This design comes from an exercise in tuning for small area on the open sky130 flow, not from production work.
RTL that was checked went through simulation tests only; none was proved equivalent to the original.
Power is estimated from default activity; no workload was simulated.

## alu_top
module alu_top(clk, a, b, s, result, zero);
input clk;
input [15:0] a, b;
input [3:0] s;
output reg [15:0] result;
output reg zero;
reg [15:0] a_q, b_q;
reg [3:0] s_q;
wire [15:0] alu_result;
wire alu_zero;
always @(posedge clk) begin
    a_q <= a;
    b_q <= b;
    s_q <= s;
    result <= alu_result;
    zero <= alu_zero;
end
alu u_alu(.a(a_q), .b(b_q), .s(s_q), .result(alu_result), .zero_detection(alu_zero));
endmodule
Size: ~520 cells after synthesis, roughly 53 flip-flops, roughly 0.0053 mm² of cells after synthesis.
clock: 8.0 ns
lec_check: 0
cap_margin: 20
core_margin: 2
core_utilization: 65
gpl_timing_driven: 0
place_density: 0.75
slew_margin: 20
synth_hierarchical: 1
synth_minimum_keep_size: 0
standard.sh (not shown) runs the stock make flow with config.mk's settings and CLKGATE_MAP_FILE= SYNTH_SCRIPT=/design/flow/synth_recipe.tcl, a recipe that flattens the netlist after the stock synthesis.
==> flow/flow/run.sh <==
#!/bin/bash
# The standard layout (standard.sh: the standard synthesis, then ORFS to
# finish) with three ORFS options: the smallest buffer, sky130_fd_sc_hd__buf_1,
# on every port; the buffers Yosys/ABC put in removed before placement (ORFS
# re-buffers where slew, capacitance or timing need it); and ORFS's power
# recovery (downsizing gates off the critical paths) after global routing.
set -euo pipefail
bash standard.sh "BUFFER_PORTS_ARGS=-buffer_cell sky130_fd_sc_hd__buf_1" REMOVE_ABC_BUFFERS=1 RECOVER_POWER=100 finish > orfs_make.log 2>&1
==> next run, changes <==
--- a/flow/design.v
+++ b/flow/design.v
@@ -280,17 +280,15 @@
         assign y[gi] = (~s[3] & b[gi]) | (dlo[gi%4] & dhi[gi/4]) | (s[3] & ~(s[2] & ~s[1]) & ~(~s[2] & s[1]));
       end else begin : g_yj
         assign y[gi] = (~s[3] & b[gi]) | (dlo[gi%4] & dhi[gi/4]);
       end
     end
   endgenerate
-  wire inv = c_arith & ~(s[0] & s[1] & s[2]);
-  wire k_e = c_arith | (c_andor & ~s[0]);
-  wire [15:0] e_a = a & {16{c_andor}};
-  wire [15:0] e_b = b ^ {16{inv}};
-  wire [15:0] e = (e_a & e_b) | (e_a & {16{k_e}}) | (e_b & {16{k_e}});
+  wire inv = ~(s[0] & s[1] & s[2]);
+  wire [15:0] e = ({16{c_arith}} & (b ^ {16{inv}})) |
+                  ({16{c_andor}} & (s[0] ? (a & b) : (a | b)));
   wire cin = c_arith & ~s[0];
   wire t15 = c_cmp & s[0];
   wire [255:0] pp;
   generate
     for (gi = 0; gi < 16; gi = gi + 1) begin : g_pp_i
       for (gj = 0; gj < 16; gj = gj + 1) begin : g_pp_j
Effect: The changed run passed the timing, DRC and antenna checks; non-clock buffer count is unchanged; cell count increases by a few percent; synthesized cell count increases by a few percent; wire length decreases slightly; sequential power is about the same.
No functional check of the RTL was part of the second run of this note.

Another version of the RTL of alu_top (not shown whole).
Size: about 510 cells after synthesis.
export LEC_CHECK = 0
export CAP_MARGIN = 20
export CORE_MARGIN = 2
export CORE_UTILIZATION = 65
export GPL_TIMING_DRIVEN = 0
export PLACE_DENSITY = 0.75
export SLEW_MARGIN = 20
export SYNTH_HIERARCHICAL = 1
export SYNTH_MINIMUM_KEEP_SIZE = 0
create_clock -name core_clock -period 8.0 [get_ports {clk}]
Scripts as last shown in full above: flow/flow/run.sh
Edit:
--- a/flow/design.v
+++ b/flow/design.v
@@ -257,24 +257,32 @@
   wire c_andor = s[3] & s[2] & ~s[1];                  
   wire c_arith = s[3] & (s[2] ~^ s[1]);                
   wire c_cmp   = s[3] & ~s[2] & ~s[1];                 
   wire b_small = (b[15:4] == 12'd0);
   wire keep    = s[3] ? (s[2] | s[1] & b_small) : (s[2:0] == 3'b001);
   wire [15:0] a_rev = {a[0], a[1], a[2], a[3], a[4], a[5], a[6], a[7],
                        a[8], a[9], a[10], a[11], a[12], a[13], a[14], a[15]};
-  wire [15:0] x = (s[1] & s[0] & ~s[2]) ? a_rev : a;
+  wire rev;
+  alu_and3b u_rev(.a(s[1]), .b(s[0]), .cn(s[2]), .y(rev));
+  wire [15:0] xn;
+  genvar gi, gj;
+  generate
+    for (gi = 0; gi < 16; gi = gi + 1) begin : g_x
+      alu_mux2i u_x(.a(a[gi]), .b(a_rev[gi]), .s(rev), .y(xn[gi]));
+    end
+  endgenerate
+  wire [15:0] x = ~xn;
   wire [15:0] onehot = 16'd1 << b[3:0];
   wire [15:0] y = ~s[3] ? b : (s[1] & ~s[2]) ? onehot : {15'd0, ~(s[2] & ~s[1])};
   wire inv = ~(s[0] & s[1] & s[2]);
   wire [15:0] e = ({16{c_arith}} & (b ^ {16{inv}})) |
                   ({16{c_andor}} & (s[0] ? (a & b) : (a | b)));
   wire cin = c_arith & ~s[0];
   wire t15 = c_cmp & s[0];
   wire [255:0] pp;
-  genvar gi, gj;
   generate
     for (gi = 0; gi < 16; gi = gi + 1) begin : g_pp_i
       for (gj = 0; gj < 16; gj = gj + 1) begin : g_pp_j
         if (gj == 1)
           assign pp[gi*16+gj] = (x[gi] & y[gj]) | e[gi+1];
         else
           assign pp[gi*16+gj] = x[gi] & y[gj];
@@ -562,30 +570,37 @@
   alu_nand2 u_in241(.a(ia240), .b(fc91), .y(in241));
   alu_xnor u_ix242(.a(fs200), .b(in241), .y(ix242));
   wire ia243;
   alu_and2 u_ia243(.a(ia240), .b(fs200), .y(ia243));
   wire in244, ix245;
   alu_nand2 u_in244(.a(ia243), .b(fc91), .y(in244));
   alu_xnor u_ix245(.a(xs230), .b(in244), .y(ix245));
+  wire ina246;
+  alu_nand2 u_ina246(.a(ia243), .b(xs230), .y(ina246));
   wire [15:0] p = {ix245, ix242, ix239, ix236, ix233, ix231, fs90, fs72, fs56, fs42, fs30, fs20, fs12, fs6, fs2, fs0};
+  wire blk_or = fs108 | fs128 | fs150 | fs174 | fs200 | xs230;
+  wire blk_nand = ina246;
+  wire late = fc91;
   wire top_ne = a[15] ^ b[15];
   wire cmp_top = a[15] ^ ~s[0];
   wire keep_p = keep & ~c_cmp;
   wire sel_p = keep_p & ~c_shr;
   wire sel_r = keep_p & c_shr;
   wire sel_c = c_cmp & ~top_ne;                        
   wire one_c = c_cmp & top_ne & cmp_top;               
   alu_ao221 u_r0(.a1(p[0]), .a2(sel_p), .b1(p[15]), .b2(sel_r | sel_c), .c(one_c), .y(result[0]));
   generate
     for (gi = 1; gi < 16; gi = gi + 1) begin : g_r
       alu_ao22 u_r(.a1(p[gi]), .a2(sel_p), .b1(p[15-gi]), .b2(sel_r), .y(result[gi]));
     end
   endgenerate
-  wire any_lo = keep_p & (p[13:0] != 14'd0);
-  alu_aoi221 u_z(.a1(p[15]), .a2(keep_p | sel_c), .b1(p[14]), .b2(keep_p), .c(any_lo | one_c), .y(zero_detection));
+  wire hi_or;
+  alu_mux2 u_hi(.a(blk_or), .b(blk_nand), .s(late), .y(hi_or));
+  wire lo_or = keep_p & (p[9:0] != 10'd0) | one_c;
+  alu_aoi221 u_z(.a1(keep_p), .a2(hi_or), .b1(sel_c), .b2(p[15]), .c(lo_or), .y(zero_detection));
 endmodule
 module alu_fa(a, b, c, s, co);
   input a, b, c;
   output s, co;
   assign s = a ^ b ^ c;
   assign co = (a & b) | (a & c) | (b & c);
 endmodule
@@ -611,14 +626,29 @@
   assign y = ~(a & b);
 endmodule
 module alu_and2(a, b, y);
   input a, b;
   output y;
   assign y = a & b;
 endmodule
+module alu_mux2(a, b, s, y);
+  input a, b, s;
+  output y;
+  assign y = s ? b : a;
+endmodule
+module alu_mux2i(a, b, s, y);
+  input a, b, s;
+  output y;
+  assign y = ~(s ? b : a);
+endmodule
+module alu_and3b(a, b, cn, y);
+  input a, b, cn;
+  output y;
+  assign y = a & b & ~cn;
+endmodule
 module alu_ao22(a1, a2, b1, b2, y);
   input a1, a2, b1, b2;
   output y;
   assign y = (a1 & a2) | (b1 & b2);
 endmodule
 module alu_ao221(a1, a2, b1, b2, c, y);
   input a1, a2, b1, b2, c;
Outcome: The changed run ran to the end with no violations. Setup slack degrades by 0.12 ns. Sequential share of layout area decreases by 0.14 points. Power falls by about 2.4%. Synthesized cell count rises by about 1.4%. First-iteration DRC count is lower by 33%.
For the second run of this note, only the layout was checked, not whether the RTL still works.

## afterwards: timing with drivers on the ports
How much do the figures lean on ideal ports? The routed layouts below were timed once more, with nothing changed but the port constraints.
Step 1 (the two cells are an assumption about what drives the block):
set clk [get_ports {clk}]
set_driving_cell -lib_cell sky130_fd_sc_hd__clkbuf_16 $clk
set_driving_cell -lib_cell sky130_fd_sc_hd__buf_2 [delete_from_list [all_inputs] $clk]
Step 2 adds t to the input delays and takes it off the output delays; t is the mean of the earliest and latest rising clock arrival at the registers after step 1. Input paths then give back, and output paths get back, about the clock's delay inside the block.
Three values: ideal, step 1, step 2; two values: the first two.
| run | t, ns | setup slack, ns | clock arrival spread, ns | pins driven straight from the clock port |
|---|---|---|---|---|
| the first run of note 1 | 0.351 | 0.285 / 0.285 / 0.285 | 0.011 / 0.011 | 1 |
| the second run of note 1 | 0.335 | 0.248 / 0.248 / 0.248 | 0.020 / 0.020 | 1 |
| the first run of note 2 | 0.347 | 0.361 / 0.361 / 0.361 | 0.019 / 0.019 | 1 |
| the second run of note 2 | 0.346 | 0.241 / 0.241 / 0.241 | 0.005 / 0.005 | 1 |
After both steps setup and hold are still met in every run listed.
